From an optimization exercise on the open Yosys and OpenROAD flow, aimed at small area; shortcuts taken in it are not production practice.
Function was not checked in any run shown here: the RTL went through the layout flow alone.
Power and IR drop assume default switching activity.

## flow/design.v (module list and top-level ports; edited modules follow where they fit)
// module crc7: 29 lines
// module crc16_2bit: 41 lines
// module sdio_data_phy: 270 lines
// module sdio_device_phy: 246 lines
// module sdio_card_control: 334 lines
// module sdio_data_control: 525 lines
// module sdio_cccr: 153 lines
// module sdio_cis: 29 lines
// module sdio_fbr: 82 lines
// module sdio_cia: 488 lines
// module sdio_device_stack: 419 lines
module sdio_device_stack (
  input                     sdio_clk,
  input                     sdio_clk_x2,
  input                     rst,
  output                    o_mem_en,
  output          [7:0]     o_func_enable,           
  input           [7:0]     i_func_ready,            
  output          [2:0]     o_func_abort_stb,
  input           [7:0]     i_func_exec_status,
  input           [7:0]     i_func_ready_for_data,
  output                    o_fbr1_csa_en,
  output          [3:0]     o_fbr1_pwr_mode,
  output          [15:0]    o_fbr1_block_size,
  output                    o_fbr2_csa_en,
  output          [3:0]     o_fbr2_pwr_mode,
  output          [15:0]    o_fbr2_block_size,
  output                    o_fbr3_csa_en,
  output          [3:0]     o_fbr3_pwr_mode,
  output          [15:0]    o_fbr3_block_size,
  output                    o_fbr4_csa_en,
  output          [3:0]     o_fbr4_pwr_mode,
  output          [15:0]    o_fbr4_block_size,
  output                    o_fbr5_csa_en,
  output          [3:0]     o_fbr5_pwr_mode,
  output          [15:0]    o_fbr5_block_size,
  output                    o_fbr6_csa_en,
  output          [3:0]     o_fbr6_pwr_mode,
  output          [15:0]    o_fbr6_block_size,
  output                    o_fbr7_csa_en,
  output          [3:0]     o_fbr7_pwr_mode,
  output          [15:0]    o_fbr7_block_size,
  output                    o_func1_wr_stb,
  output          [7:0]     o_func1_wr_data,
  // ...
==> flow/sdio_cis_rom.hex <==
20
04
00
01
00
00
21
02
0C
00
22
06
00
08
00
02
00
00
FF
21
02
0C
00
21
02
00
00
00
01
00
00
00
00
00
00
00
64
02
08
00
22
2A
01
08
00
02
FF
00
0A
0A
0A
0A
0A
0A
00
00
00
00
00
00
0A
0A
00
32
00
32
00
14
00
14
FF
FF
FF
FF
FF
FF
FF
00
00
00
==> flow/flow/run.sh <==
#!/bin/bash
# The standard ORFS layout (standard.sh, unchanged synthesis), with two
# layout settings changed:
#  - the port buffers that buffer_ports inserts on every input and output are
#    the smallest buffer cell instead of the default clkdlybuf4s50_1;
#  - clock-tree leaf clusters are larger (fewer leaf buffers) and no dummy
#    loads are added for balancing;
#  - tie cells are not split per load: the one constant driver synthesis
#    makes drives all constant-0 outputs.
# The full make output goes to standard_flow.log in the work folder; ORFS
# keeps its per-step logs under orfs/logs.
set -euo pipefail
bash standard.sh \
  "BUFFER_PORTS_ARGS=-buffer_cell sky130_fd_sc_hd__buf_1" \
  "CTS_ARGS=-sink_clustering_enable -repair_clock_nets -sink_clustering_size 25 -sink_clustering_max_diameter 100 -dont_use_dummy_load" \
  "SKIP_REPAIR_TIE_FANOUT=1" \
  finish > standard_flow.log 2>&1
==> flow/standard.sh <==
#!/bin/bash
# synth_recipe.tcl (not shown) runs the flow's synth.tcl, then flattens the netlist and writes it again
# the make line also repeats each setting of config.mk as NAME=value (left out here)
make -C /OpenROAD-flow-scripts/flow DESIGN_CONFIG=/design/flow/config.mk WORK_HOME=/design/flow/orfs CLKGATE_MAP_FILE= SYNTH_SCRIPT=/design/flow/synth_recipe.tcl "${@:-finish}"
==> flow/config.mk <==
export PLATFORM = sky130hd
export DESIGN_NAME = sdio_device_stack
export DESIGN_NICKNAME = sdio_device_stack
export VERILOG_FILES = /design/flow/design.v
export SDC_FILE = /design/flow/constraint.sdc
export NUM_CORES = 4
export LEC_CHECK = 0
export CAP_MARGIN = 20
export CORE_MARGIN = 2
export CORE_UTILIZATION = 60
export SLEW_MARGIN = 20
==> flow/constraint.sdc <==
create_clock -name core_clock -period 10.0 [get_ports {sdio_clk}]
set_input_delay 2.0000 -clock core_clock [delete_from_list [all_inputs] [get_ports {sdio_clk}]]
set_output_delay 2.0000 -clock core_clock [all_outputs]
set_load 0.01 [all_outputs]
==> metrics.yaml, run 1 <==
n_fill_cell: 3900
die_y_um: 220
vdd_drop_max_v: 0.000129
buffer_area_share_pct: 5.22
holdWs_ns: 0.427
avgViaCountPerCell: 6.55
seq_share_pct: 40.6
use_met3_pct: 7.55
crit_path_max_fanout: 41
synthXorXnorAreaFrac_pct: 2.45
maxPowerGroup: "registers"
seq_cells: 508
drtIter0Drc: 3487
grtUsageMet2_pct: 54.2
endpoint: "o_func7_hst_rdy"
clk_path_buf_depth: 3
power.density_mw_per_mm2: 125
top_layer: "met5"
fp-row-count: 78
largest-register: "phy.data_phy.data_crc.crc.crc"
worstReg2RegStart: "data_bus_interconnect.o_address[3]$_SDFFE_PP0P_"
ff_latch_area_sq_mm: 0.0118
place.gp.congestion: 0.954
ys_top_cells_by_area: "dfxtp_1 25%, edfxtp_1 17%, nand2_1 5.8%"
clkbuf_count: 24
cts_resized: 0
path_clk_slew_ns: 0.09
clkCellAreaFrac_pct: 2.07
synth_compound_area_share_pct: 20.2
portBuffers: 290
status: "no timing/DRC/antenna violations"
syn2layout_area_growth_pct: 3.96
num_io_pins: 422
inv_count: 68
hpwl_mm: 66.3
clock-sinks: 508
==> module sdio_data_phy, before the edit <==
module sdio_data_phy (
  input                   clk,
  input                   rst,
  input                   i_interrupt,
  input                   i_posedge_stb,
  input                   i_ddr_en,
  input                   i_spi_phy,
  input                   i_sd1_phy,
  input                   i_sd4_phy,
  input                   i_activate,
  output  reg             o_finished,
  input                   i_write_flag,
  input           [12:0]  i_data_count,
  output  reg             o_data_wr_stb,
  output          [7:0]   o_data_wr_data,
  input                   i_data_rd_stb,
  input           [7:0]   i_data_rd_data,
  output  reg             o_data_hst_rdy,  
  input                   i_data_com_rdy,
  output  reg             o_sdio_data_dir,
  input           [7:0]   i_sdio_data_in,
  output  reg     [7:0]   o_sdio_data_out
);
localparam      IDLE      = 3'h0;
localparam      START     = 3'h1;
localparam      WRITE     = 3'h2;
localparam      READ      = 3'h3;
localparam      CRC       = 3'h4;
localparam      WRITE_CRC = 3'h5;
localparam      FINISHED  = 3'h6;
localparam      C_IDLE    = 2'h0;
localparam      C_FRESH   = 2'h1;
localparam      C_PROC    = 2'h2;
localparam      C_FIN     = 2'h3;
reg               [2:0]   state;
reg               [1:0]   crc_state;
reg               [12:0]  data_count;
wire              [15:0]  crc_out [0:3];
wire                      crc_rst;
wire                      enable_crc;
wire                      crc_main_rst;
wire                      crc_main_en;
reg               [15:0]  host_crc0;
reg               [15:0]  host_crc1;
reg               [15:0]  host_crc2;
reg               [15:0]  host_crc3;
reg               [7:0]   read_data;
reg               [7:0]   crc_data;
reg                       capture_crc;
reg                       buffered_read_stb;
reg               [7:0]   buffered_read_data;
wire              [7:0]   host_crc_top;
reg                       host_crc_valid;    
wire                      more_data;
genvar g;
generate
for (g = 0; g < 4; g = g + 1) begin : data_crc
crc16_2bit crc(
  .clk                (clk                          ),
  .rst                (crc_main_rst                 ),
  .en                 (crc_main_en                  ),
  .bit1               (crc_data[g]                  ),
  .bit0               (crc_data[g + 4]              ),
  .crc                (crc_out[g]                   )
);
end
endgenerate
assign  crc_rst       = (crc_state == C_IDLE);
assign  enable_crc    = (crc_state == C_PROC);
assign  crc_main_rst  = i_data_rd_stb ? 1'b0 : crc_rst;
assign  crc_main_en   = i_data_rd_stb ? 1'b1 : enable_crc;
assign  o_data_wr_data= o_sdio_data_dir ? 8'h00 : i_sdio_data_in;
assign  host_crc_top  = {8{host_crc_valid}} &
                        {host_crc0[15], host_crc1[15], host_crc2[15], host_crc3[15],
                         host_crc0[14], host_crc1[14], host_crc2[14], host_crc3[14]};
assign  more_data     = (data_count < i_data_count);
always @ (posedge clk) begin
  if (rst) begin
    crc_state                 <=  C_IDLE;
    crc_data                  <=  0;
  end
  else begin
    case (crc_state)
      C_IDLE, C_FRESH: begin
        crc_data              <=  0;
        crc_state             <=  capture_crc ? C_PROC : C_IDLE;
      end
      C_PROC: begin
        if (i_write_flag) begin
          crc_data            <=  {i_sdio_data_in[4], i_sdio_data_in[5], i_sdio_data_in[6], i_sdio_data_in[7],
                                   i_sdio_data_in[0], i_sdio_data_in[1], i_sdio_data_in[2], i_sdio_data_in[3]};
        end
        else begin
          crc_data            <=  {i_data_rd_data[4], i_data_rd_data[5], i_data_rd_data[6], i_data_rd_data[7],
                                   i_data_rd_data[0], i_data_rd_data[1], i_data_rd_data[3], i_data_rd_data[3]};
        end
        if (!capture_crc) begin
          crc_state           <=  C_FIN;
        end
      end
      C_FIN: begin
        if (state == IDLE) begin
          crc_state           <=  C_FRESH;
        end
      end
    endcase
  end
end
always @ (posedge clk)begin
  buffered_read_stb           <=  i_data_rd_stb;
  buffered_read_data          <=  i_data_rd_data;
end
always @ (posedge clk) begin
  if (rst) begin
    o_sdio_data_out           <=  8'hFF;
  end
  else begin
    o_sdio_data_out           <=  read_data;
  end
end
always @ (posedge clk) begin
  if (state == IDLE) begin
    if (i_activate) begin
      host_crc_valid          <=  0;
    end
  end
  else if (state == READ && more_data && i_data_rd_stb) begin
    host_crc_valid            <=  1;
  end
end
always @ (posedge clk) begin
  if ((state == READ && !more_data) || (state == WRITE_CRC && data_count < 8)) begin
    host_crc0                 <=  {host_crc0[13:0], 2'b00};
    host_crc1                 <=  {host_crc1[13:0], 2'b00};
    host_crc2                 <=  {host_crc2[13:0], 2'b00};
    host_crc3                 <=  {host_crc3[13:0], 2'b00};
  end
  else if (state == READ && i_data_rd_stb) begin
    host_crc0                 <=  crc_out[0];
    host_crc1                 <=  crc_out[1];
    host_crc2                 <=  crc_out[2];
    host_crc3                 <=  crc_out[3];
  end
end
always @ (posedge clk) begin
  o_data_wr_stb               <=  0;
  if (rst) begin
    state                     <=  IDLE;
    o_data_hst_rdy            <=  0;
    o_sdio_data_dir           <=  0;
    capture_crc               <=  0;
    read_data                 <=  0;
    o_finished                <=  0;
  end
  else begin
    read_data                 <=  i_data_rd_data;
    case (state)
      IDLE: begin
        o_finished            <=  0;
        data_count            <=  0;
        if (i_interrupt) begin
          o_sdio_data_dir     <=  1;
          read_data           <=  8'hFD;
        end
        else begin
          o_sdio_data_dir     <=  0;
          read_data           <=  8'hFF;
        end
        o_data_hst_rdy        <=  0;
        if (i_activate) begin
          o_sdio_data_dir     <=  0;
          state               <=  START;
        end
      end
      START: begin
        read_data             <=  8'hFF;
        if (i_write_flag) begin
          o_data_hst_rdy      <= 1;
          if (i_sdio_data_in[0] == 0) begin
            capture_crc       <= 1;
            state             <=  WRITE;
          end
        end
        else begin
          if (i_sdio_data_in[2]) begin
            o_data_hst_rdy      <=  1;
            if (i_data_com_rdy) begin
              o_sdio_data_dir   <=  1;
              state             <=  READ;
            end
          end
        end
        if (!i_activate) begin
          state               <=  IDLE;
        end
      end
      WRITE: begin
        o_data_wr_stb           <=  1;
        if (more_data) begin
          data_count            <= data_count + 1;
        end
        else begin
          o_data_wr_stb         <= 0;
          capture_crc           <= 0;
          state                 <= CRC;
          data_count            <= 0;
        end
        if (!i_activate) begin
          state                 <=  IDLE;
        end
      end
      READ: begin
        if (!i_activate) begin
          state                 <=  IDLE;
        end
        if (more_data) begin
          if (buffered_read_stb) begin
            read_data           <=  buffered_read_data;
            data_count          <=  data_count + 1;
          end
          else if (i_data_rd_stb) begin
            read_data           <=  8'h00;
          end
          else begin
            read_data           <=  8'hFF;
          end
        end
        else begin
          capture_crc           <=  0;
          state                 <=  WRITE_CRC;
          data_count            <=  0;
          read_data             <=  host_crc_top;
        end
      end
      CRC: begin
        if (data_count < (8 - 1)) begin
          data_count            <=  data_count + 1;
        end
        else begin
          state                 <=  FINISHED;
        end
      end
      WRITE_CRC: begin
        if (data_count < 8) begin
          data_count            <=  data_count + 1;
          read_data             <=  host_crc_top;
        end
        else begin
          read_data             <=  8'hFF;
          state                 <=  FINISHED;
        end
      end
      FINISHED: begin
        o_finished              <=  1;
        o_data_hst_rdy          <=  0;
        read_data               <=  8'hFF;
        o_sdio_data_dir         <=  0;
        if (!i_activate) begin
          state                 <=  IDLE;
        end
      end
      default: begin
        if (!i_activate) begin
          state                 <=  IDLE;
        end
      end
    endcase
  end
end
endmodule
==> module sdio_device_phy, before the edit <==
module sdio_device_phy (
  input               rst,
  input               i_posedge_stb,
  input               i_ddr_en,
  input               i_spi_phy,
  input               i_sd1_phy,
  input               i_sd4_phy,
  output              o_cmd_phy_idle,
  output  reg         o_cmd_phy,
  output  reg         o_cmd_stb,
  output  reg         o_cmd_crc_good_stb,
  output  reg [5:0]   o_cmd,
  output  reg [31:0]  o_cmd_arg,
  input               i_rsps_stb,
  input               i_rsps_load_req,
  input       [39:0]  i_rsps,
  input       [7:0]   i_rsps_len,
  input               i_rsps_fail,
  output  reg         o_rsps_idle,
  input               i_interrupt,
  input               i_data_activate,
  output              o_data_finished,
  input               i_write_flag,
  input       [12:0]  i_data_count,
  output              o_data_wr_stb,
  output      [7:0]   o_data_wr_data,
  input               i_data_rd_stb,
  input       [7:0]   i_data_rd_data,
  output              o_data_hst_rdy,
  input               i_data_com_rdy,
  input               i_sdio_clk,
  input               i_sdio_clk_x2,
  output  reg         o_sdio_cmd_dir,
  input               i_sdio_cmd_in,
  output  reg         o_sdio_cmd_out,
  output              o_sdio_data_dir,
  input   [7:0]       i_sdio_data_in,
  output  [7:0]       o_sdio_data_out
);
localparam            IDLE              = 4'h0;
localparam            READ_COMMAND      = 4'h1;
localparam            RESPONSE_DIR_BIT  = 4'h2;
localparam            WAIT_FOR_RESPONSE = 4'h3;
localparam            RESPONSE          = 4'h4;
localparam            RESPONSE_FIRST_CRC= 4'h5;
localparam            RESPONSE_CRC      = 4'h6;
localparam            RESPONSE_FINISHED = 4'h7;
reg   [3:0]           state;
reg   [3:0]           phy_mode;
reg   [7:0]           bit_count;
reg                   txrx_dir;
reg   [6:0]           r_crc;
wire  [6:0]           crc;
wire  [6:0]           crc_good;
wire                  busy;
wire                  crc_bit;
reg                   crc_en;
reg                   crc_rst;
reg   [2:0]           rsps_type;
reg                   rsps_crc_err;
reg                   rsps_illegal;
reg   [7:0]           rsps_data;
reg   [47:0]          rsps_value;
wire  [63:0]          rsps_bits;
crc7 crc_gen (
  .clk                (i_sdio_clk      ),
  .rst                (crc_rst         ),
  .i_bit              (crc_bit         ),
  .crc                (crc             ),
  .en                 (crc_en          )
);
sdio_data_phy data_phy(
  .clk                (i_sdio_clk      ),
  .rst                (rst             ),
  .i_interrupt        (i_interrupt     ),
  .i_posedge_stb      (i_posedge_stb   ),
  .i_ddr_en           (i_ddr_en        ),
  .i_spi_phy          (i_spi_phy       ),
  .i_sd1_phy          (i_sd1_phy       ),
  .i_sd4_phy          (i_sd4_phy       ),
  .i_activate         (i_data_activate ),
  .o_finished         (o_data_finished ),
  .i_write_flag       (i_write_flag    ),
  .i_data_count       (i_data_count    ),
  .o_data_wr_stb      (o_data_wr_stb   ),
  .o_data_wr_data     (o_data_wr_data  ),
  .i_data_rd_stb      (i_data_rd_stb   ),
  .i_data_rd_data     (i_data_rd_data  ),
  .o_data_hst_rdy     (o_data_hst_rdy  ),
  .i_data_com_rdy     (i_data_com_rdy  ),
  .o_sdio_data_dir    (o_sdio_data_dir ),
  .i_sdio_data_in     (i_sdio_data_in  ),
  .o_sdio_data_out    (o_sdio_data_out )
);
assign  busy          = ((state != IDLE) || !i_sdio_cmd_in);
assign  crc_bit       = o_sdio_cmd_dir ? o_sdio_cmd_out: i_sdio_cmd_in;
assign  o_cmd_phy_idle  = !busy;
wire                  rsps_load = i_rsps_load_req && !rst && !i_rsps_fail &&
                                  ((state == RESPONSE_DIR_BIT) || ((state == WAIT_FOR_RESPONSE) && !i_rsps_stb));
always @ (posedge i_sdio_clk) begin
  if (rsps_load)
    {rsps_type, rsps_crc_err, rsps_illegal, rsps_data} <= i_rsps[12:0];
end
always @ (*) begin
  rsps_value                    = 48'h0;
  case (rsps_type)
    3'h1: begin
      rsps_value[45:40]         = o_cmd;
      rsps_value[38]            = rsps_crc_err;
      rsps_value[37]            = rsps_illegal;
      rsps_value[12:9]          = 4'hF;
    end
    3'h4: begin
      rsps_value[45:40]         = 6'h3F;
      rsps_value[39]            = 1'b1;
      rsps_value[38:36]         = 3'h1;
      rsps_value[32]            = rsps_data[0];
      rsps_value[31:8]          = 24'hFFFF00;
    end
    3'h5: begin
      rsps_value[45:40]         = o_cmd;
      rsps_value[15:8]          = rsps_data;
    end
    3'h6: begin
      rsps_value[45:40]         = o_cmd;
      rsps_value[39:24]         = 16'h0001;
      rsps_value[23]            = rsps_crc_err;
      rsps_value[22]            = rsps_illegal;
    end
    3'h7: begin
      rsps_value[45:40]         = o_cmd;
      rsps_value[19:16]         = o_cmd_arg[11:8];
      rsps_value[15:8]          = o_cmd_arg[7:0];
    end
    default: begin
    end
  endcase
end
assign  rsps_bits     = {rsps_value[47:8], 24'h0};
always @ (posedge i_sdio_clk) begin
  if (rst) begin
    bit_count         <=  0;
    txrx_dir          <=  0;
    state             <=  IDLE;
    o_rsps_idle       <=  0;
    o_cmd_stb         <=  0;
    o_sdio_cmd_out    <=  1;
    o_sdio_cmd_dir    <=  0;
    crc_en            <=  0;
    crc_rst           <=  1;
  end
  else begin
    o_cmd_stb         <=  0;
    o_cmd_crc_good_stb<=  0;
    crc_rst           <=  0;
    if (busy) begin
      bit_count         <=  bit_count + 1;
    end
    else begin
      bit_count         <=  0;
    end
    case (state)
      IDLE: begin
        o_rsps_idle     <=  1;
        o_sdio_cmd_out  <=  1;
        o_sdio_cmd_dir  <=  0;
        crc_en          <=  0;
        crc_rst         <=  0;
        if (!i_sdio_cmd_in) begin
          o_rsps_idle   <=  0;
          crc_en        <=  1;
          state         <=  READ_COMMAND;
        end
        else begin
          crc_rst       <=  1;
        end
      end
      READ_COMMAND: begin
        if (bit_count == 39) begin
          crc_en        <=  0;
        end
        if (bit_count == 1)
          txrx_dir      <= i_sdio_cmd_in;
        else if ((bit_count >= 2) && (bit_count <= 7))
          o_cmd         <=  {o_cmd[4:0], i_sdio_cmd_in};
        else if ((bit_count >= 8) && (bit_count <= 39))
          o_cmd_arg     <=  {o_cmd_arg[30:0], i_sdio_cmd_in};
        else if ((bit_count >= 40) && (bit_count <= 46))
          r_crc         <=  {r_crc[5:0], i_sdio_cmd_in};
        else begin     
          state         <=  RESPONSE_DIR_BIT;
        end
      end
      RESPONSE_DIR_BIT: begin
        if (r_crc == crc) begin
          o_cmd_crc_good_stb    <=  1;
          crc_rst               <=  1;
        end
        o_cmd_stb               <=  1;
        o_sdio_cmd_out          <=  1;
        o_sdio_cmd_dir          <=  1;
        state                   <=  WAIT_FOR_RESPONSE;
      end
      WAIT_FOR_RESPONSE: begin
        if (i_rsps_stb) begin
          state                   <=  RESPONSE;
          bit_count               <=  0;
          o_sdio_cmd_out          <=  0;   
        end
      end
      RESPONSE: begin
        crc_en                  <=  1;
        o_sdio_cmd_out          <=  rsps_bits[6'd63 - bit_count[5:0]];
        if (bit_count >= i_rsps_len) begin
          crc_en                <=  0;
          state                 <=  RESPONSE_FIRST_CRC;
          bit_count             <=  0;
        end
      end
      RESPONSE_FIRST_CRC: begin
        o_sdio_cmd_out          <=  crc[6];
        r_crc                   <=  {crc[5:0], 1'b0};
        state                   <=  RESPONSE_CRC;
      end
      RESPONSE_CRC: begin
        o_sdio_cmd_out          <=  r_crc[6];
        r_crc                   <=  {r_crc[5:0], 1'b0};
        if (bit_count >= 8'h6) begin
          state                 <=  RESPONSE_FINISHED;
        end
      end
      RESPONSE_FINISHED: begin
        o_sdio_cmd_out          <=  1'b1;
        state                   <=  IDLE;
      end
      default: begin
        o_sdio_cmd_dir          <=  0;
        state                   <=  IDLE;
      end
    endcase
    if (i_rsps_fail) begin
      state                     <=  IDLE;
    end
  end
end
endmodule
==> module sdio_card_control, before the edit <==
module sdio_card_control (
  input                     sdio_clk,
  input                     rst,
  input                     i_soft_reset,
  input         [7:0]       i_func_interrupt,
  input         [7:0]       i_func_interrupt_en,
  output                    o_interrupt,
  output                    o_mem_en,
  output  reg               o_func_activate,
  input                     i_func_finished,
  output  reg   [3:0]       o_func_num,
  output  reg               o_func_inc_addr,
  output  reg               o_func_block_mode,
  output  reg               o_func_write_flag,       
  output  reg               o_func_rd_after_wr,
  output        [17:0]      o_func_addr,
  output        [12:0]      o_func_data_count,
  output  reg               o_cmd_bus_sel,
  output  reg   [7:0]       o_func_write_data,
  input         [7:0]       i_func_read_data,
  output  reg               o_tunning_block,
  input                     i_cmd_stb,
  input                     i_cmd_crc_good_stb,
  input         [5:0]       i_cmd,
  input         [31:0]      i_cmd_arg,
  input                     i_cmd_phy_idle,
  input                     i_chip_select_n,
  output  reg               o_rsps_stb,
  output                    o_rsps_load_req,
  output        [39:0]      o_rsps,
  output        [7:0]       o_rsps_len,
  output  reg               o_rsps_fail,
  input                     i_rsps_idle
);
localparam      NORMAL_RESPONSE     = 1'b0;
localparam      EXTENDED_RESPONSE   = 1'b1;
localparam      RESET               = 4'h0;
localparam      INITIALIZE          = 4'h1;
localparam      STANDBY             = 4'h2;
localparam      COMMAND             = 4'h3;
localparam      TRANSFER            = 4'h4;
localparam      INACTIVE            = 4'h5;
localparam      R1                  = 4'h1;
localparam      R2                  = 4'h2;
localparam      R3                  = 4'h3;
localparam      R4                  = 4'h4;
localparam      R5                  = 4'h5;
localparam      R6                  = 4'h6;
localparam      R7                  = 4'h7;
reg             [2:0]       state;
reg             [8:0]       func_data_count;
reg             [16:0]      func_addr;
reg                         response_type;
reg             [15:0]      register_card_address;   
reg             [23:0]      voltage_select;
reg                         v1p8_sel;
reg                         bad_crc;
reg                         cmd_arg_out_of_range;
reg                         illegal_command;
reg                         card_error;
reg             [2:0]       response_index;
wire            [1:0]       r5_cmd;
wire            [15:0]      max_f0_block_size;
wire                        enable_async_interrupt;
wire                        data_txrx_in_progress_flag;
reg             [3:0]       component_select;
reg                         rsps_stb;
reg                         direct_read_write;   
reg             [17:0]      data_count;
reg             [7:0]       cmd_data;
assign  o_rsps_len  = 40;
assign  o_rsps_load_req = !rst && rsps_stb;
assign  r5_cmd      = (state == RESET) || (state == INITIALIZE) || (state == STANDBY) || (state == INACTIVE) ? 2'b00 :
                      (state == COMMAND)                                                                     ? 2'b01 :
                      (state == TRANSFER)                                                                    ? 2'b10 :
                                                                                                               2'b11;
assign  o_mem_en      = 1'b0;
assign  o_func_data_count = {4'h0, func_data_count};
assign  o_func_addr   = {1'b0, func_addr};
assign  o_interrupt   = ((i_func_interrupt & i_func_interrupt_en) > 0);
assign  o_rsps      = {27'h0, response_index, bad_crc, illegal_command,
                       (response_index == R4) ? {7'h0, v1p8_sel} : cmd_data};
always @ (posedge sdio_clk) begin
  o_rsps_stb                <=  0;
  if (!rst && rsps_stb) begin
    o_rsps_stb              <=  1;
  end
end
always @ (posedge sdio_clk) begin
  rsps_stb                          <=  0;
  o_func_activate                   <=  0;
  if (rst || i_soft_reset) begin
    state                           <=  INITIALIZE;
    register_card_address           <=  16'h0001;        
    voltage_select                  <=  24'hFFFF00     ;
    v1p8_sel                        <=  0;
    bad_crc                         <=  0;
    cmd_arg_out_of_range            <=  0;
    illegal_command                 <=  0;               
    card_error                      <=  0;               
    o_func_inc_addr                 <=  0;
    o_func_block_mode               <=  0;
    o_func_num                      <=  4'h0;
    o_func_write_flag               <=  0;               
    o_func_rd_after_wr              <=  0;
    func_addr                     <=  17'h0;
    o_func_write_data               <=  8'h00;
    func_data_count               <=  12'h00;
    data_count                      <=  0;
    response_index                  <=  0;
    o_tunning_block                 <=  0;
    cmd_data                        <=  0;
    o_cmd_bus_sel                   <=  1;
    o_rsps_fail                     <=  0;
  end
  else if (i_cmd_stb && !i_cmd_crc_good_stb) begin
    bad_crc                         <=  1;
    o_rsps_fail                     <=  1;
  end
  else     
    if (rsps_stb) begin
      bad_crc                       <=  0;
      cmd_arg_out_of_range          <=  0;
      illegal_command               <=  0;
      card_error                    <=  0;   
      o_rsps_fail                   <=  0;
    end
    case (state)
      RESET: begin
        o_cmd_bus_sel               <= 1;
        state                       <= INITIALIZE;
      end
      INITIALIZE: begin
        o_cmd_bus_sel               <= 1;
        if (i_cmd_stb) begin
          case (i_cmd)
            (6'd5 ): begin
              v1p8_sel              <=  i_cmd_arg[(24)];
              voltage_select        <=  24'hFFFF00     ;
              response_index        <=  R4;
              rsps_stb              <=  1;
            end
            (6'd3 ): begin
              state                 <=  STANDBY;
              response_index        <=  R6;
              rsps_stb              <=  1;
            end
            (6'd15): begin
              state                 <=  INACTIVE;
            end
            default: begin
              illegal_command       <=  1;
              o_rsps_fail           <=  1;
            end
          endcase
        end
      end
      STANDBY: begin
        o_cmd_bus_sel               <= 1;
        if (i_cmd_stb) begin
          case (i_cmd)
            (6'd3 ): begin
              $display("SD CMD Send Relative Address");
              state                 <=  STANDBY;
              response_index        <=  R6;
              rsps_stb              <=  1;
            end
            (6'd7 ): begin
              response_index        <=  R1;
              if (register_card_address == i_cmd_arg[31:16]) begin
                $display("SD CMD Send Relative Address: Card Selected");
                state               <= COMMAND;
                rsps_stb            <=  1;
              end
              else begin
                $display("SD CMD Send Relative Address: Incorrect Address");
                o_rsps_fail         <=  1;
              end
            end
            (6'd15): begin
              $display("SD CMD Go to inactive state");
              state                 <=  INACTIVE;
            end
            default: begin
              illegal_command       <=  1;
              o_rsps_fail           <=  1;
            end
          endcase
        end
      end
      COMMAND: begin
        o_cmd_bus_sel               <= 1;
        data_count                  <= 0;
        if (i_cmd_stb) begin
          direct_read_write         <= 0;
          case (i_cmd)
            (6'd52): begin
              $display("SD CMD IO RW");
              o_func_write_flag     <= i_cmd_arg[31      ];
              o_func_rd_after_wr    <= i_cmd_arg[26     ];
              o_func_num            <= i_cmd_arg[30:27    ];
              func_addr           <= i_cmd_arg[25:9];
              o_func_write_data     <= i_cmd_arg[7:0 ];
              o_func_inc_addr       <= 0;
              func_data_count     <= 1;
              state                 <= TRANSFER;
              direct_read_write     <= 1;
              response_index        <= R5;
              cmd_data              <= 0;
              o_func_activate       <= 1;
            end
            (6'd53): begin
              $display("SD CMD IO RW Extended");
              o_func_write_flag     <= i_cmd_arg[31   ];
              o_func_rd_after_wr    <= 0;
              o_func_num            <= i_cmd_arg[30:28      ];
              func_addr           <= i_cmd_arg[25:9  ];
              func_data_count     <= i_cmd_arg[8:0];
              o_func_block_mode     <= i_cmd_arg[27];
              o_func_inc_addr       <= i_cmd_arg[26  ];
              rsps_stb              <= 1;
              state                 <= TRANSFER;
              response_index        <=  R5;
              o_cmd_bus_sel         <=  0;
            end
            (6'd7 ): begin
              if (register_card_address != i_cmd_arg[31:16]) begin
                $display("Card Deselected");
                state               <= STANDBY;
              end
              response_index        <= R1;
              rsps_stb              <= 1;
            end
            (6'd19): begin
              $display("SD CMD Send tunning block");
              response_index        <= R1;
              rsps_stb              <= 1;
              o_tunning_block       <= 1;
            end
            (6'd15): begin
              $display("SD CMD Go to inactive state");
              state                 <= INACTIVE;
            end
            default: begin
              illegal_command       <= 1;
              o_rsps_fail           <= 1;
            end
          endcase
        end
      end
      TRANSFER: begin
        if (o_cmd_bus_sel) begin
          o_func_activate             <= 1;
          if (i_func_finished) begin
            o_func_activate           <= 0;
            rsps_stb                  <= 1;
            if (o_func_rd_after_wr || !o_func_write_flag) begin
              cmd_data                <= i_func_read_data;
            end
            else begin
              cmd_data                <= 0;
            end
            state                     <= COMMAND;
          end
        end
        else if (i_rsps_idle) begin
          o_func_activate           <=  1;
          if (i_func_finished) begin
            o_func_activate         <=  0;
            state                   <= COMMAND;
          end
        end
        if (i_cmd_stb) begin
          case (i_cmd)
            (6'd52): begin
              $display("Direct Read/Write");
              o_func_write_flag     <= i_cmd_arg[31      ];
              o_func_rd_after_wr    <= i_cmd_arg[26     ];
              o_func_num            <= i_cmd_arg[30:27    ];
              func_addr           <= i_cmd_arg[25:9];
              o_func_write_data     <= i_cmd_arg[7:0 ];
              o_func_activate       <= 0;
              rsps_stb              <= 1;
              func_data_count     <= 1;
              cmd_data              <= 0;
            end
            default: begin
              illegal_command       <= 1;
              o_rsps_fail           <= 1;
            end
          endcase
        end
      end
      INACTIVE: begin
        o_rsps_fail                 <= 1;
      end
      default: begin
      end
    endcase
    if (i_cmd_stb) begin
      case (i_cmd)
        (6'd0 ): begin
          $display ("Initialize SD or SPI Mode, SPI MODE NOT SUPPORTED NOW!!");
          o_rsps_fail               <=  0;
          illegal_command           <=  0;
          response_index            <=  R1;
          if (!i_chip_select_n) begin
          end
          else begin
            rsps_stb                <=  1;
          end
        end
        (6'd8 ): begin
          $display ("Send Interface Condition");
          o_rsps_fail               <=  0;
          illegal_command           <=  0;
          response_index            <=  R7;
          if (i_cmd_arg[15:8] == (4'b0001)) begin
            rsps_stb                <=  1;
          end
        end
        (6'd11): begin
          $display ("Voltage Mode Switch");
          o_rsps_fail               <=  0;
          illegal_command           <=  0;
          response_index            <=  R1;
          rsps_stb                  <=  1;
        end
        default: begin
        end
      endcase
  end
end
endmodule
==> inputs of run 2 (changes only) <==
--- a/flow/design.v
+++ b/flow/design.v
@@ -72,6 +72,6 @@
   input                   clk,
   input                   rst,
-  input                   i_interrupt,
   input                   i_posedge_stb,
+  input                   i_interrupt,
   input                   i_ddr_en,
   input                   i_spi_phy,
@@ -88,39 +88,47 @@
   output  reg             o_data_hst_rdy,  
   input                   i_data_com_rdy,
+  output  reg             o_data_crc_good,
   output  reg             o_sdio_data_dir,
   input           [7:0]   i_sdio_data_in,
   output  reg     [7:0]   o_sdio_data_out
 );
-localparam      IDLE      = 3'h0;
-localparam      START     = 3'h1;
-localparam      WRITE     = 3'h2;
-localparam      READ      = 3'h3;
-localparam      CRC       = 3'h4;
-localparam      WRITE_CRC = 3'h5;
-localparam      FINISHED  = 3'h6;
-localparam      C_IDLE    = 2'h0;
-localparam      C_FRESH   = 2'h1;
-localparam      C_PROC    = 2'h2;
-localparam      C_FIN     = 2'h3;
-reg               [2:0]   state;
-reg               [1:0]   crc_state;
+localparam      IDLE      = 4'h0;
+localparam      START     = 4'h1;
+localparam      WRITE     = 4'h2;
+localparam      READ      = 4'h3;
+localparam      CRC       = 4'h4;
+localparam      WRITE_CRC = 4'h5;
+localparam      FINISHED  = 4'h6;
+localparam      PROCESS_CRC = 4'h1;
+reg               [3:0]   state;
+reg               [3:0]   crc_state;
 reg               [12:0]  data_count;
+wire                      data_crc_good;
+reg               [3:0]   crc_bit;
 wire              [15:0]  crc_out [0:3];
-wire                      crc_rst;
-wire                      enable_crc;
+reg                       crc_rst;
 wire                      crc_main_rst;
 wire                      crc_main_en;
-reg               [15:0]  host_crc0;
-reg               [15:0]  host_crc1;
-reg               [15:0]  host_crc2;
-reg               [15:0]  host_crc3;
+reg               [15:0]  host_crc [0:3];
+wire              [15:0]  host_crc0;
+wire              [15:0]  host_crc1;
+wire              [15:0]  host_crc2;
+wire              [15:0]  host_crc3;
+wire              [15:0]  crc_out0;
+wire              [15:0]  crc_out1;
+wire              [15:0]  crc_out2;
+wire              [15:0]  crc_out3;
 reg               [7:0]   read_data;
 reg               [7:0]   crc_data;
+wire                      sdio_data1;
+wire                      sdio_data2;
+wire                      sdio_data3;
 reg                       capture_crc;
+reg                       enable_crc;
+reg                       prev_clk_edge;
+wire                      posege_clk;
 reg                       buffered_read_stb;
 reg               [7:0]   buffered_read_data;
-wire              [7:0]   host_crc_top;
-reg                       host_crc_valid;    
-wire                      more_data;
+integer                   i;
 genvar g;
 generate
@@ -136,79 +144,91 @@
 end
 endgenerate
-assign  crc_rst       = (crc_state == C_IDLE);
-assign  enable_crc    = (crc_state == C_PROC);
 assign  crc_main_rst  = i_data_rd_stb ? 1'b0 : crc_rst;
 assign  crc_main_en   = i_data_rd_stb ? 1'b1 : enable_crc;
+assign  crc_out0      = crc_out[0];
+assign  crc_out1      = crc_out[1];
+assign  crc_out2      = crc_out[2];
+assign  crc_out3      = crc_out[3];
+assign  host_crc0     = host_crc[0];
+assign  host_crc1     = host_crc[1];
+assign  host_crc2     = host_crc[2];
+assign  host_crc3     = host_crc[3];
 assign  o_data_wr_data= o_sdio_data_dir ? 8'h00 : i_sdio_data_in;
-assign  host_crc_top  = {8{host_crc_valid}} &
-                        {host_crc0[15], host_crc1[15], host_crc2[15], host_crc3[15],
-                         host_crc0[14], host_crc1[14], host_crc2[14], host_crc3[14]};
-assign  more_data     = (data_count < i_data_count);
+assign  data_crc_good =  ( (host_crc[0] == crc_out[0]) &&
+                           (host_crc[1] == crc_out[1]) &&
+                           (host_crc[2] == crc_out[2]) &&
+                           (host_crc[3] == crc_out[3]));
+reg     top_flag;
 always @ (posedge clk) begin
   if (rst) begin
-    crc_state                 <=  C_IDLE;
+    crc_rst                   <=  1;
+    crc_state                 <=  IDLE;
+    enable_crc                <=  0;
     crc_data                  <=  0;
+    top_flag                  <=  0;
   end
   else begin
     case (crc_state)
-      C_IDLE, C_FRESH: begin
+      IDLE: begin
+        crc_rst               <=  1;
         crc_data              <=  0;
-        crc_state             <=  capture_crc ? C_PROC : C_IDLE;
+        if (capture_crc) begin
+          top_flag            <=  1;
+          crc_rst             <=  0;
+          crc_state           <=  PROCESS_CRC;
+          enable_crc          <=  1;
+        end
       end
-      C_PROC: begin
+      PROCESS_CRC: begin
         if (i_write_flag) begin
-          crc_data            <=  {i_sdio_data_in[4], i_sdio_data_in[5], i_sdio_data_in[6], i_sdio_data_in[7],
-                                   i_sdio_data_in[0], i_sdio_data_in[1], i_sdio_data_in[2], i_sdio_data_in[3]};
+          crc_data[0]         <=  i_sdio_data_in[4'h3];
+          crc_data[1]         <=  i_sdio_data_in[4'h2];
+          crc_data[2]         <=  i_sdio_data_in[4'h1];
+          crc_data[3]         <=  i_sdio_data_in[4'h0];
+          crc_data[4]         <=  i_sdio_data_in[4'h7];
+          crc_data[5]         <=  i_sdio_data_in[4'h6];
+          crc_data[6]         <=  i_sdio_data_in[4'h5];
+          crc_data[7]         <=  i_sdio_data_in[4'h4];
         end
         else begin
-          crc_data            <=  {i_data_rd_data[4], i_data_rd_data[5], i_data_rd_data[6], i_data_rd_data[7],
-                                   i_data_rd_data[0], i_data_rd_data[1], i_data_rd_data[3], i_data_rd_data[3]};
+          crc_data[0]         <=  i_data_rd_data[4'h3];
+          crc_data[1]         <=  i_data_rd_data[4'h3];
+          crc_data[2]         <=  i_data_rd_data[4'h1];
+          crc_data[3]         <=  i_data_rd_data[4'h0];
+          crc_data[4]         <=  i_data_rd_data[4'h7];
+          crc_data[5]         <=  i_data_rd_data[4'h6];
+          crc_data[6]         <=  i_data_rd_data[4'h5];
+          crc_data[7]         <=  i_data_rd_data[4'h4];
         end
         if (!capture_crc) begin
-          crc_state           <=  C_FIN;
+          crc_state           <=  FINISHED;
+          enable_crc          <=  0;
         end
       end
-      C_FIN: begin
+      FINISHED: begin
         if (state == IDLE) begin
-          crc_state           <=  C_FRESH;
+          crc_state           <=  IDLE;
         end
       end
     endcase
+    top_flag                  <=  ~top_flag;
   end
 end
 always @ (posedge clk)begin
-  buffered_read_stb           <=  i_data_rd_stb;
-  buffered_read_data          <=  i_data_rd_data;
-end
-always @ (posedge clk) begin
   if (rst) begin
-    o_sdio_data_out           <=  8'hFF;
+    buffered_read_stb         <=  1'b0;
+    buffered_read_data        <=  8'h00;
   end
   else begin
-    o_sdio_data_out           <=  read_data;
+    buffered_read_stb         <=  i_data_rd_stb;
+    buffered_read_data        <=  i_data_rd_data;
   end
 end
 always @ (posedge clk) begin
-  if (state == IDLE) begin
-    if (i_activate) begin
-      host_crc_valid          <=  0;
-    end
-  end
-  else if (state == READ && more_data && i_data_rd_stb) begin
-    host_crc_valid            <=  1;
+  if (rst) begin
+    o_sdio_data_out           <=  8'hFF;
   end
-end
-always @ (posedge clk) begin
-  if ((state == READ && !more_data) || (state == WRITE_CRC && data_count < 8)) begin
-    host_crc0                 <=  {host_crc0[13:0], 2'b00};
-    host_crc1                 <=  {host_crc1[13:0], 2'b00};
-    host_crc2                 <=  {host_crc2[13:0], 2'b00};
-    host_crc3                 <=  {host_crc3[13:0], 2'b00};
-  end
-  else if (state == READ && i_data_rd_stb) begin
-    host_crc0                 <=  crc_out[0];
-    host_crc1                 <=  crc_out[1];
-    host_crc2                 <=  crc_out[2];
-    host_crc3                 <=  crc_out[3];
+  else begin
+    o_sdio_data_out           <=  read_data;
   end
 end
@@ -216,10 +236,15 @@
   o_data_wr_stb               <=  0;
   if (rst) begin
+    o_data_crc_good           <=  0;
     state                     <=  IDLE;
     o_data_hst_rdy            <=  0;
+    data_count                <=  0;
     o_sdio_data_dir           <=  0;
     capture_crc               <=  0;
     read_data                 <=  0;
     o_finished                <=  0;
+    for (i = 0; i < 4; i = i + 1) begin
+      host_crc[i]             <=  0;
+    end
   end
   else begin
@@ -240,4 +265,8 @@
         if (i_activate) begin
           o_sdio_data_dir     <=  0;
+          o_data_crc_good     <=  0;
+          for (i = 0; i < 4; i = i + 1) begin
+            host_crc[i]       <=  0;
+          end
           state               <=  START;
         end
@@ -251,4 +280,6 @@
             state             <=  WRITE;
           end
+          else begin
+          end
         end
         else begin
@@ -267,5 +298,7 @@
       WRITE: begin
         o_data_wr_stb           <=  1;
-        if (more_data) begin
+        if (data_count == i_data_count - 1) begin
+        end
+        if (data_count < i_data_count) begin
           data_count            <= data_count + 1;
         end
@@ -275,4 +308,8 @@
           state                 <= CRC;
           data_count            <= 0;
+          host_crc[0]           <=  {host_crc[0][13:0], i_sdio_data_in[7], i_sdio_data_in[3]};
+          host_crc[1]           <=  {host_crc[1][13:0], i_sdio_data_in[6], i_sdio_data_in[2]};
+          host_crc[2]           <=  {host_crc[2][13:0], i_sdio_data_in[5], i_sdio_data_in[1]};
+          host_crc[3]           <=  {host_crc[3][13:0], i_sdio_data_in[4], i_sdio_data_in[0]};
         end
         if (!i_activate) begin
@@ -281,24 +318,35 @@
       end
       READ: begin
+        if (i_data_rd_stb) begin
+          host_crc[0]           <=  crc_out[0];
+          host_crc[1]           <=  crc_out[1];
+          host_crc[2]           <=  crc_out[2];
+          host_crc[3]           <=  crc_out[3];
+        end
         if (!i_activate) begin
           state                 <=  IDLE;
         end
-        if (more_data) begin
-          if (buffered_read_stb) begin
-            read_data           <=  buffered_read_data;
-            data_count          <=  data_count + 1;
+        if (data_count < i_data_count) begin
+          if (!buffered_read_stb) begin
+            read_data           <=  8'hFF;
           end
-          else if (i_data_rd_stb) begin
+          if (i_data_rd_stb && !buffered_read_stb) begin
             read_data           <=  8'h00;
           end
-          else begin
-            read_data           <=  8'hFF;
+          if (buffered_read_stb) begin
+            read_data           <=  buffered_read_data;
+            data_count          <=  data_count + 1;
           end
         end
-        else begin
+        if (data_count >= i_data_count) begin
           capture_crc           <=  0;
           state                 <=  WRITE_CRC;
           data_count            <=  0;
-          read_data             <=  host_crc_top;
+          read_data             <=  {host_crc0[15], host_crc1[15], host_crc2[15], host_crc3[15],
+                                     host_crc0[14], host_crc1[14], host_crc2[14], host_crc3[14]};
+          host_crc[0]           <=  {host_crc[0][13:0], 2'b00};
+          host_crc[1]           <=  {host_crc[1][13:0], 2'b00};
+          host_crc[2]           <=  {host_crc[2][13:0], 2'b00};
+          host_crc[3]           <=  {host_crc[3][13:0], 2'b00};
         end
       end
@@ -306,4 +354,8 @@
         if (data_count < (8 - 1)) begin
           data_count            <=  data_count + 1;
+          host_crc[0]           <=  {host_crc[0][13:0], i_sdio_data_in[7], i_sdio_data_in[3]};
+          host_crc[1]           <=  {host_crc[1][13:0], i_sdio_data_in[6], i_sdio_data_in[2]};
+          host_crc[2]           <=  {host_crc[2][13:0], i_sdio_data_in[5], i_sdio_data_in[1]};
+          host_crc[3]           <=  {host_crc[3][13:0], i_sdio_data_in[4], i_sdio_data_in[0]};
         end
         else begin
@@ -314,5 +366,10 @@
         if (data_count < 8) begin
           data_count            <=  data_count + 1;
-          read_data             <=  host_crc_top;
+          read_data             <=  {host_crc[0][15], host_crc[1][15], host_crc[2][15], host_crc[3][15],
+                                     host_crc[0][14], host_crc[1][14], host_crc[2][14], host_crc[3][14]};
+          host_crc[0]           <=  {host_crc[0][13:0], 2'b00};
+          host_crc[1]           <=  {host_crc[1][13:0], 2'b00};
+          host_crc[2]           <=  {host_crc[2][13:0], 2'b00};
+          host_crc[3]           <=  {host_crc[3][13:0], 2'b00};
         end
         else begin
@@ -326,4 +383,5 @@
         read_data               <=  8'hFF;
         o_sdio_data_dir         <=  0;
+        o_data_crc_good         <=  data_crc_good;
         if (!i_activate) begin
           state                 <=  IDLE;
@@ -353,5 +411,4 @@
   output  reg [31:0]  o_cmd_arg,
   input               i_rsps_stb,
-  input               i_rsps_load_req,
   input       [39:0]  i_rsps,
   input       [7:0]   i_rsps_len,
@@ -397,10 +454,5 @@
 reg                   crc_en;
 reg                   crc_rst;
-reg   [2:0]           rsps_type;
-reg                   rsps_crc_err;
-reg                   rsps_illegal;
-reg   [7:0]           rsps_data;
-reg   [47:0]          rsps_value;
-wire  [63:0]          rsps_bits;
+reg   [39:0]          lcl_rsps;
 crc7 crc_gen (
   .clk                (i_sdio_clk      ),
@@ -436,46 +488,4 @@
 assign  crc_bit       = o_sdio_cmd_dir ? o_sdio_cmd_out: i_sdio_cmd_in;
 assign  o_cmd_phy_idle  = !busy;
-wire                  rsps_load = i_rsps_load_req && !rst && !i_rsps_fail &&
-                                  ((state == RESPONSE_DIR_BIT) || ((state == WAIT_FOR_RESPONSE) && !i_rsps_stb));
-always @ (posedge i_sdio_clk) begin
-  if (rsps_load)
-    {rsps_type, rsps_crc_err, rsps_illegal, rsps_data} <= i_rsps[12:0];
-end
-always @ (*) begin
-  rsps_value                    = 48'h0;
-  case (rsps_type)
-    3'h1: begin
-      rsps_value[45:40]         = o_cmd;
-      rsps_value[38]            = rsps_crc_err;
-      rsps_value[37]            = rsps_illegal;
-      rsps_value[12:9]          = 4'hF;
-    end
-    3'h4: begin
-      rsps_value[45:40]         = 6'h3F;
-      rsps_value[39]            = 1'b1;
-      rsps_value[38:36]         = 3'h1;
-      rsps_value[32]            = rsps_data[0];
-      rsps_value[31:8]          = 24'hFFFF00;
-    end
-    3'h5: begin
-      rsps_value[45:40]         = o_cmd;
-      rsps_value[15:8]          = rsps_data;
-    end
-    3'h6: begin
-      rsps_value[45:40]         = o_cmd;
-      rsps_value[39:24]         = 16'h0001;
-      rsps_value[23]            = rsps_crc_err;
-      rsps_value[22]            = rsps_illegal;
-    end
-    3'h7: begin
-      rsps_value[45:40]         = o_cmd;
-      rsps_value[19:16]         = o_cmd_arg[11:8];
-      rsps_value[15:8]          = o_cmd_arg[7:0];
-    end
-    default: begin
-    end
-  endcase
-end
-assign  rsps_bits     = {rsps_value[47:8], 24'h0};
 always @ (posedge i_sdio_clk) begin
   if (rst) begin
@@ -485,8 +495,12 @@
     o_rsps_idle       <=  0;
     o_cmd_stb         <=  0;
+    o_cmd             <=  0;
+    o_cmd_arg         <=  0;
+    r_crc             <=  0;
     o_sdio_cmd_out    <=  1;
     o_sdio_cmd_dir    <=  0;
     crc_en            <=  0;
     crc_rst           <=  1;
+    lcl_rsps          <=  0;
   end
   else begin
@@ -544,4 +558,5 @@
       WAIT_FOR_RESPONSE: begin
         if (i_rsps_stb) begin
+          lcl_rsps                <=  i_rsps;
           state                   <=  RESPONSE;
           bit_count               <=  0;
@@ -551,5 +566,6 @@
       RESPONSE: begin
         crc_en                  <=  1;
-        o_sdio_cmd_out          <=  rsps_bits[6'd63 - bit_count[5:0]];
+        o_sdio_cmd_out          <=  lcl_rsps[39];
+        lcl_rsps                <=  {lcl_rsps[38:0], 1'b0};
         if (bit_count >= i_rsps_len) begin
           crc_en                <=  0;
@@ -600,6 +616,6 @@
   output  reg               o_func_write_flag,       
   output  reg               o_func_rd_after_wr,
-  output        [17:0]      o_func_addr,
-  output        [12:0]      o_func_data_count,
+  output  reg   [17:0]      o_func_addr,
+  output  reg   [12:0]      o_func_data_count,
   output  reg               o_cmd_bus_sel,
   output  reg   [7:0]       o_func_write_data,
@@ -613,5 +629,4 @@
   input                     i_chip_select_n,
   output  reg               o_rsps_stb,
-  output                    o_rsps_load_req,
   output        [39:0]      o_rsps,
   output        [7:0]       o_rsps_len,
@@ -634,7 +649,6 @@
 localparam      R6                  = 4'h6;
 localparam      R7                  = 4'h7;
-reg             [2:0]       state;
-reg             [8:0]       func_data_count;
-reg             [16:0]      func_addr;
+reg             [3:0]       state;
+reg             [47:0]      response_value;
 reg                         response_type;
 reg             [15:0]      register_card_address;   
@@ -645,5 +659,5 @@
 reg                         illegal_command;
 reg                         card_error;
-reg             [2:0]       response_index;
+reg             [3:0]       response_index;
 wire            [1:0]       r5_cmd;
 wire            [15:0]      max_f0_block_size;
@@ -655,6 +669,6 @@
 reg             [17:0]      data_count;
 reg             [7:0]       cmd_data;
+assign  o_rsps      = response_value[47:8];
 assign  o_rsps_len  = 40;
-assign  o_rsps_load_req = !rst && rsps_stb;
 assign  r5_cmd      = (state == RESET) || (state == INITIALIZE) || (state == STANDBY) || (state == INACTIVE) ? 2'b00 :
                       (state == COMMAND)                                                                     ? 2'b01 :
@@ -662,13 +676,65 @@
                                                                                                                2'b11;
 assign  o_mem_en      = 1'b0;
-assign  o_func_data_count = {4'h0, func_data_count};
-assign  o_func_addr   = {1'b0, func_addr};
 assign  o_interrupt   = ((i_func_interrupt & i_func_interrupt_en) > 0);
-assign  o_rsps      = {27'h0, response_index, bad_crc, illegal_command,
-                       (response_index == R4) ? {7'h0, v1p8_sel} : cmd_data};
 always @ (posedge sdio_clk) begin
   o_rsps_stb                <=  0;
-  if (!rst && rsps_stb) begin
-    o_rsps_stb              <=  1;
+  if (rst) begin
+    response_type           <=  NORMAL_RESPONSE;
+    response_value          <=  48'h00000000;
+  end
+  else if (rsps_stb) begin
+    o_rsps_stb                                <=  1;
+    case (response_index)
+      R1: begin
+        response_type                         <=  NORMAL_RESPONSE;
+        response_value                        <=  48'h0;
+        response_value[45:40]          <=  i_cmd;
+        response_value[(39)]      <=  cmd_arg_out_of_range;
+        response_value[(38)]     <=  bad_crc;
+        response_value[(37)]   <=  illegal_command;
+        response_value[(19)]             <=  card_error;
+        response_value[12:9]     <=  4'hF;
+      end
+      R4: begin
+        response_type                         <=  NORMAL_RESPONSE;
+        response_value                        <=  48'h0;
+        response_value[45:40]             <=  6'h3F;
+        response_value[(39)       ]             <=  1'b1;
+        response_value[38:36      ]         <=  1;
+        response_value[(35)       ]       <=  0;
+        response_value[(34)       ]   <=  0;
+        response_value[(32)       ]              <=  v1p8_sel;
+        response_value[31:8       ]            <=  24'hFFFF00     ;
+      end
+      R5: begin
+        response_type                         <=  NORMAL_RESPONSE;
+        response_value                        <=  48'h0;
+        response_value[45:40]          <=  i_cmd;
+        response_value[(15)]    <=  bad_crc;
+        response_value[(14)]       <=  illegal_command;
+        response_value[13:12]   <=  r5_cmd;
+        response_value[(11)]        <=  card_error;
+        response_value[15:8]              <=  cmd_data;
+      end
+      R6: begin
+        response_type                         <=  NORMAL_RESPONSE;
+        response_value                        <=  48'h0;
+        response_value[45:40]          <=  i_cmd;
+        response_value[39:24]          <=  register_card_address;
+        response_value[(23)]  <=  bad_crc;
+        response_value[(22)]   <=  illegal_command;
+        response_value[(21)]         <=  card_error;
+      end
+      R7: begin
+        response_type                         <=  NORMAL_RESPONSE;
+        response_value                        <=  48'h0;
+        response_value[45:40]          <=  i_cmd;
+        response_value[19:16]               <=  i_cmd_arg[15:8];
+        response_value[15:8]           <=  i_cmd_arg[7:0];
+      end
+      default: begin
+        response_value                        <=  48'h0;
+      end
+    endcase
   end
 end
@@ -690,7 +756,7 @@
     o_func_write_flag               <=  0;               
     o_func_rd_after_wr              <=  0;
-    func_addr                     <=  17'h0;
+    o_func_addr                     <=  18'h0;
     o_func_write_data               <=  8'h00;
-    func_data_count               <=  12'h00;
+    o_func_data_count               <=  12'h00;
     data_count                      <=  0;
     response_index                  <=  0;
@@ -786,8 +852,8 @@
               o_func_rd_after_wr    <= i_cmd_arg[26     ];
               o_func_num            <= i_cmd_arg[30:27    ];
-              func_addr           <= i_cmd_arg[25:9];
+              o_func_addr           <= i_cmd_arg[25:9];
               o_func_write_data     <= i_cmd_arg[7:0 ];
               o_func_inc_addr       <= 0;
-              func_data_count     <= 1;
+              o_func_data_count     <= 1;
               state                 <= TRANSFER;
               direct_read_write     <= 1;
@@ -801,6 +867,6 @@
               o_func_rd_after_wr    <= 0;
               o_func_num            <= i_cmd_arg[30:28      ];
-              func_addr           <= i_cmd_arg[25:9  ];
-              func_data_count     <= i_cmd_arg[8:0];
+              o_func_addr           <= i_cmd_arg[25:9  ];
+              o_func_data_count     <= {4'h0, i_cmd_arg[8:0]};
               o_func_block_mode     <= i_cmd_arg[27];
               o_func_inc_addr       <= i_cmd_arg[26  ];
@@ -864,9 +930,9 @@
               o_func_rd_after_wr    <= i_cmd_arg[26     ];
               o_func_num            <= i_cmd_arg[30:27    ];
-              func_addr           <= i_cmd_arg[25:9];
+              o_func_addr           <= i_cmd_arg[25:9];
               o_func_write_data     <= i_cmd_arg[7:0 ];
               o_func_activate       <= 0;
               rsps_stb              <= 1;
-              func_data_count     <= 1;
+              o_func_data_count     <= 1;
               cmd_data              <= 0;
             end
@@ -949,6 +1015,4 @@
   input                     i_data_phy_finished,
   output  reg               o_cia_wr_stb,
-  output          [7:0]     o_wr_data,       
-  output                    o_wr_rdy,        
   output  reg     [7:0]     o_cia_wr_data,
   input                     i_cia_rd_stb,
@@ -1038,6 +1102,6 @@
 wire  [3:0]   func_select;
 reg   [15:0]  block_size;
-reg   [8:0]   total_block_count;     
-reg   [8:0]   block_count;
+reg   [9:0]   total_block_count;     
+reg   [9:0]   block_count;
 reg   [9:0]   data_count;            
 reg           continuous;            
@@ -1064,6 +1128,4 @@
 assign  o_data_bus_busy     = (state == ACTIVATE);
 assign  o_data_read_avail   = 1'b0;
-assign  o_wr_data           = wr_data;
-assign  o_wr_rdy            = data_cntrl_rdy;
 always @ (*) begin
   if (rst) begin
@@ -1278,5 +1340,9 @@
     state                       <=  IDLE;
     o_finished                  <=  0;
+    total_block_count           <=  0;
     o_total_data_cnt            <=  0;
+    block_count                 <=  0;
+    data_count                  <=  0;
+    continuous                  <=  0;
     data_cntrl_rdy              <=  0;
     o_address                   <=  0;
@@ -1458,5 +1524,5 @@
   input         [7:0]       i_func_int_pending,
   output  reg               o_soft_reset,
-  output        [2:0]       o_func_abort_stb,
+  output  reg   [2:0]       o_func_abort_stb,
   output  reg               o_en_card_detect_n,
   output  reg               o_en_4bit_block_int,  
@@ -1492,10 +1558,8 @@
 reg             [2:0]       bus_speed_select;
 reg             [2:0]       abort_sel;
-reg             [2:1]       abort_stb;
 wire            [17:0]      reg_addr;
 wire            [17:0]      main_cis_addr;
 assign  main_cis_addr   = (18'h01000);
 assign  o_data_out      = (i_address < 8'd23) ? cccr_map[i_address[4:0]] : 8'h00;
-assign  o_func_abort_stb= {abort_stb, 1'b0};
 assign  o_1_bit_mode    = (bus_width == 2'b00);
 assign  o_4_bit_mode    = (bus_width == 2'b10);
@@ -1535,5 +1599,5 @@
 always @ (posedge clk) begin
   o_soft_reset              <=  0;
-  abort_stb                 <=  2'h0;
+  o_func_abort_stb          <=  8'h0;
   abort_sel                 <=  0;
   o_bus_release_req_stb     <=  0;
@@ -1555,6 +1619,12 @@
   end
   else begin
-    abort_stb[1]                          <=  (abort_sel == 3'd1);
-    abort_stb[2]                          <=  (abort_sel == 3'd2);
+    if (abort_sel == 0) begin
+      o_func_abort_stb                    <=  0;
+    end
+    else begin
+      if (abort_sel < 3'd3) begin
+        o_func_abort_stb[abort_sel[1:0]]  <=  1;
+      end
+    end
     if (i_activate) begin
       if (i_data_stb) begin
@@ -1800,5 +1870,5 @@
 reg             [3:0]           func_sel;
 reg             [3:0]           state;
-reg             [12:0]          data_count;
+reg             [17:0]          data_count;
 wire            [17:0]          address;
 sdio_cccr cccr (
@@ -2327,5 +2397,4 @@
 wire                cmd_crc_good_stb;
 wire                rsps_stb;
-wire                rsps_load_req;
 wire                en_card_detect_n;
 wire                en_4bit_block_int;
@@ -2402,5 +2471,4 @@
   .o_rsps_len               (rsps_len                   ), 
   .o_rsps_stb               (rsps_stb                   ),
-  .o_rsps_load_req          (rsps_load_req              ),
   .o_rsps_fail              (rsps_fail                  ),
   .i_rsps_idle              (rsps_idle                  )
@@ -2434,10 +2502,8 @@
   .i_data_phy_finished      (data_phy_finished          ),
   .o_cia_wr_stb             (cia_wr_stb                 ),
-  .o_cia_wr_data            (                           ),
-  .o_wr_data                (cia_wr_data                ),
+  .o_cia_wr_data            (cia_wr_data                ),
   .i_cia_rd_stb             (cia_rd_stb                 ),
   .i_cia_rd_data            (cia_rd_data                ),
-  .o_cia_hst_rdy            (                           ),
-  .o_wr_rdy                 (cia_hst_rdy                ),
+  .o_cia_hst_rdy            (cia_hst_rdy                ),
   .i_cia_com_rdy            (cia_com_rdy                ),
   .o_cia_activate           (cia_activate               ),
@@ -2584,5 +2650,4 @@
   .o_cmd_arg                (cmd_arg                    ), 
   .i_rsps_stb               (rsps_stb                   ), 
-  .i_rsps_load_req          (rsps_load_req              ),
   .i_rsps                   (rsps                       ), 
   .i_rsps_len               (rsps_len                   ), 
==> flow/run.sh (new file) <==
#!/bin/bash
# synth_recipe.tcl (not shown) runs the flow's synth.tcl, then flattens the netlist and writes it again
# the make line also repeats each setting of config.mk as NAME=value (left out here)
make -C /OpenROAD-flow-scripts/flow DESIGN_CONFIG=/design/flow/config.mk WORK_HOME=/design/flow/orfs CLKGATE_MAP_FILE= SYNTH_SCRIPT=/design/flow/synth_recipe.tcl finish
--- a/flow/config.mk
+++ b/flow/config.mk
@@ -8,4 +8,4 @@
 export CAP_MARGIN = 20
 export CORE_MARGIN = 2
-export CORE_UTILIZATION = 60
+export CORE_UTILIZATION = 40
 export SLEW_MARGIN = 20
removed: flow/flow/run.sh
removed: flow/standard.sh
==> run 2 against run 1 <==
Effect of this change:
- die area up 60%
- count of clock-buffer cells in the layout increased by 73
- sequential power increased by 8%
- clock skew decreased by 0.037 ns
- utilization fell by 16 points
- largest cell class unchanged
- largest power group is now the clock network
==> metrics.yaml, run 2 <==
power.density_mw_per_mm2: 149  # was 125 mW/mm^2
numCtsBuffers: 66  # was 24
clk_latency_ns: 0.62  # about the same
layout_min_cycle_time_ns: 6.52  # was 6.03 ns
hpwl_mm: 73.0  # was 66.3 mm
p_leak_nw: 12.6  # was 9.71 nW
internal_power_w: 0.00395  # was 0.00270 W
syn2layout_area_growth_pct: 18.2  # was 3.96%
cts_setup_buffers: 0  # unchanged
yosysSeqAreaShare_pct: 38.8  # was 42.2%
hold_viol_final: 0  # unchanged
tns_ns: 0  # unchanged
setup_viol: 0  # unchanged
holdWs_ns: 0.412  # was 0.427 ns
slew_headroom_pct: 25.1  # was 24.1%
wire_per_inst_um: 21.2  # was 23.4 um
ant_nets: 0  # unchanged
drc_errors: 0  # unchanged
clock-sinks: 578  # was 508
dr.pass1.iters: 6  # was 7
portBuffers: 291  # was 290
start_util_pct: 40.3  # was 61.2%
num_io_pins: 422  # unchanged
grt_util_all_layers_pct: 25.9  # was 36.5%
fin_util_pct: 47.6  # was 63.6%
yosysWarnings: 12  # was 10
synth_top_area_cell: "dfxtp_1"  # unchanged
p_clk_share_pct: 46.7  # was 30.0%
synth_edf_count: 2  # was 159
grt_setup_unrepaired: "no"  # unchanged
worstMarginPinSlew_ns: 1.12  # was 1.14 ns
design.core.area_sq_mm: 0.0742  # was 0.0456 sq mm
die_w_um: 277  # was 220 um
avgSynthCellArea_sq_um: 8.07  # was 8.49 sq um
dpl.cell_count: 4774  # was 3,878
synthCells: 3703  # was 3,283
worst_ep_required_time_ns: 8.00  # about the same
switching_share_pct: 25.0  # was 25.7%
worstSetupPathType: "in -> out"  # unchanged
holdCritStartpoint: "phy.data_phy.read_data[4]$_SDFF_PP0_"  # was phy.data_phy.read_data[5]$_SDFF_PP0_
netlist.area_leader.share_pct: 38.6  # was 25.1%
yosysMostFrequentCell: "dfxtp_1"  # was nand2_1
reg_top3: "phy.data_phy.data_crc.crc.crc: 64 flops, phy.data_phy.host_crc: 64 flops, phy.lcl_rsps: 40 flops"  # was phy.data_phy.data_crc.crc.crc: 64 flops, phy.o_cmd_arg: 32 flops, data_bus_interconnect.o_address: 18 flops
status: "no timing/DRC/antenna violations"  # unchanged
cts_hold_buf: 0  # unchanged
drive_gt1_share_pct: 6.15  # was 5.18%
yosysUniqueCellTypes: 96  # was 99
crit_start: "rst"  # unchanged
cts_resized: 0  # unchanged
cp-end-kind: "output port"  # unchanged
antenna_found_initial: 5  # was 2
drtIter0Drc: 2860  # was 3,487
startpoint_type: "input pin"  # unchanged
pwr-share-comb_pct: 7.3  # was 8.4%
die_y_um: 277  # was 220 um
final_cells: 4887  # was 3,902
power_switching_w: 0.00132  # was 0.000932 W
vdd_drop_max_v: 0.000110  # was 0.000129 V
final_cell_mix: "576 x dfxtp_1, 492 x nand2_1, 471 x nor2_1, 290 x clkdlybuf4s50_1, 248 x a21oi_1"  # was 427 x nand2_1, 389 x nor2_1, 348 x dfxtp_1, 289 x buf_1, 212 x a21oi_1
worstPathArrival_ns: 4.52  # was 4.03 ns
grt_first_pass_wirelength_mm: 157  # was 136 mm
grt_max_degree: 141  # was 130
drv_cap: 0  # unchanged
path_clk_slew_ns: 0.05  # was 0.09 ns
place.gp.congestion: 0.916  # was 0.954
synthArstFlopShare_pct: 0  # unchanged
seqPwrFrac_pct: 45.9  # was 61.7%
die_area_sq_mm: 0.0769  # was 0.0482 sq mm
h-tree-depth: 3  # was 1
crit_path_max_fanout: 79  # was 41
finalCritPeriodShare_pct: 65.2  # was 60.3%
finClkSkew_ns: 0.0380  # was 0.0746 ns
ys_top_cells_by_area: "dfxtp_1 39%, nand2_1 6.2%, nor2_1 6.0%"  # was dfxtp_1 25%, edfxtp_1 17%, nand2_1 5.8%
overflow: 0  # unchanged
fmax_ghz: 0.153  # was 0.166 GHz
clk_path_buf_depth: 3  # unchanged
cts_tree: "yes"  # unchanged
clockRootBuffer: "clkbuf_16"  # unchanged
min_path_type: "reg -> reg"  # unchanged
slew_viol_final: 0  # unchanged
ys_seq_elements: 578  # was 508
netlist_top_cells_count: "576 x dfxtp_1, 492 x nand2_1, 477 x nor2_1, 250 x a21oi_1, 210 x clkbuf_1"  # was 429 x nand2_1, 390 x nor2_1, 349 x dfxtp_1, 215 x a21oi_1, 185 x clkbuf_1
avgViaCountPerCell: 5.73  # was 6.55
antenna_cells: 0  # unchanged
totalWireLength_mm: 104  # was 91.2 mm
vias: 28000  # was 25.6k
grt_pass1_vias: 25700  # was 22.5k
fp-row-count: 100  # was 78
worstReg2RegStart: "data_bus_interconnect.o_address[1]$_SDFFE_PP0P_"  # was data_bus_interconnect.o_address[3]$_SDFFE_PP0P_
finalPower_w: 0.00527  # was 0.00363 W
synth-main-ff-cell: "dfxtp_1"  # unchanged
fin_nets: 4077  # was 3,499
syn_area_sq_mm: 0.0299  # was 0.0279 sq mm
final_common_cell: "dfxtp_1"  # was nand2_1
## run 2: through the flow
stage	setup WS [ns]	area, sq um
6_report	3.48	35300
5_1_grt	3.38	35300
3_3_place_gp	3.50	33100
2_1_floorplan	4.97	30400
4_1_cts	3.53	35300
3_5_place_dp	3.53	33100
## run 2: cells by family (layout without fill, tap and decap cells)
group	count (synthesis)	count (layout)	share of synthesized area, %
AOI/OAI and AO/OA	982	982	22.4
and+or+nand+nor	1411	1411	21.5
buffers and inverters	449	536	7.35
DFF	578	578	38.8
xor gates and xnor gates	74	74	2.17
muxes	129	129	4.40
other	1	129	0.0125
adders and majority gates	79	79	3.33
## run 2: worst max-delay path: stages
cell and delay, ns:
buf_8 0.21, inv_2 0.72, buf_4 0.39, nand2_1 0.27
nor2_1 0.25, clkdlybuf4s50_1 0.58
## run 2: routing by layer
layer | part of all wire (%) | wire length [um] | GRT usage (%)
met2 | 44 | 45200 | 39.7
met5 | 0.014 | 15 | 0
met3 | 8.1 | 8390 | 5.03
met4 | 3.7 | 3800 | 10.2
met1 | 45 | 46100 | 35.8
## run 2: power by group through the flow
stage                     Clock, W  Combinational (W)  Sequential (W)
after CTS                  0.00250           0.000382         0.00242
final                      0.00246           0.000385         0.00242
after global placement           0           0.000378         0.00247
after floorplan                  0           0.000321         0.00242
after global routing       0.00259           0.000420         0.00243
after detailed placement         0           0.000380         0.00247
## run 2: path summary, 6_finish.rpt
check,slack (ns),end,depth (start not counted)
max,3.48,o_func6_wr_data[5],6
min,0.41,phy.data_phy.o_sdio_data_out[4]$_SDFF_PP1_,1
max reg2reg,5.00,phy.data_phy.crc_data[3]$_SDFFE_PP0P_,12
min reg2reg,0.41,phy.data_phy.o_sdio_data_out[4]$_SDFF_PP1_,1
## run 2: layout make-up
class / count / area, sq um
Sequential cell: 578 / 11600
Clock buffer: 97 / 1930
Inverter: 74 / 278
Tap cell: 969 / 1210
Multi-Input combinational cell: 2804 / 16700
Clock inverter: 16 / 234
Timing Repair Buffer: 349 / 3370
Fill cell: 7272 / 38900

==> port drivers added, routing unchanged <==
Ports are ideal in the flow. The routed layouts listed here were re-timed in OpenROAD. Step 1: set_driving_cell puts a clkbuf_16 on sdio_clk and a buf_2 on each other input, an assumption about the parent block. Step 2, shift: input delay + t, output delay - t, t = (earliest + latest rising clock arrival at the registers) / 2. This alone moves slack from input paths to output paths. Slacks: ideal / step 1 / step 2; pairs: ideal / step 1.
run	t, ns	slack for setup (ns)	latest minus earliest clock arrival (ns)	worst slew at a driven data input, ns
run 1	0.645	3.973 / 3.953 / 3.953	0.075 / 0.075	0.07
run 2	0.664	3.479 / 3.436 / 3.436	0.038 / 0.038	0.08
After both steps every run listed still meets setup and hold. The setup slack of run 2, which loses most, moves by -0.043 ns with the drivers and by -0.043 ns with both steps.
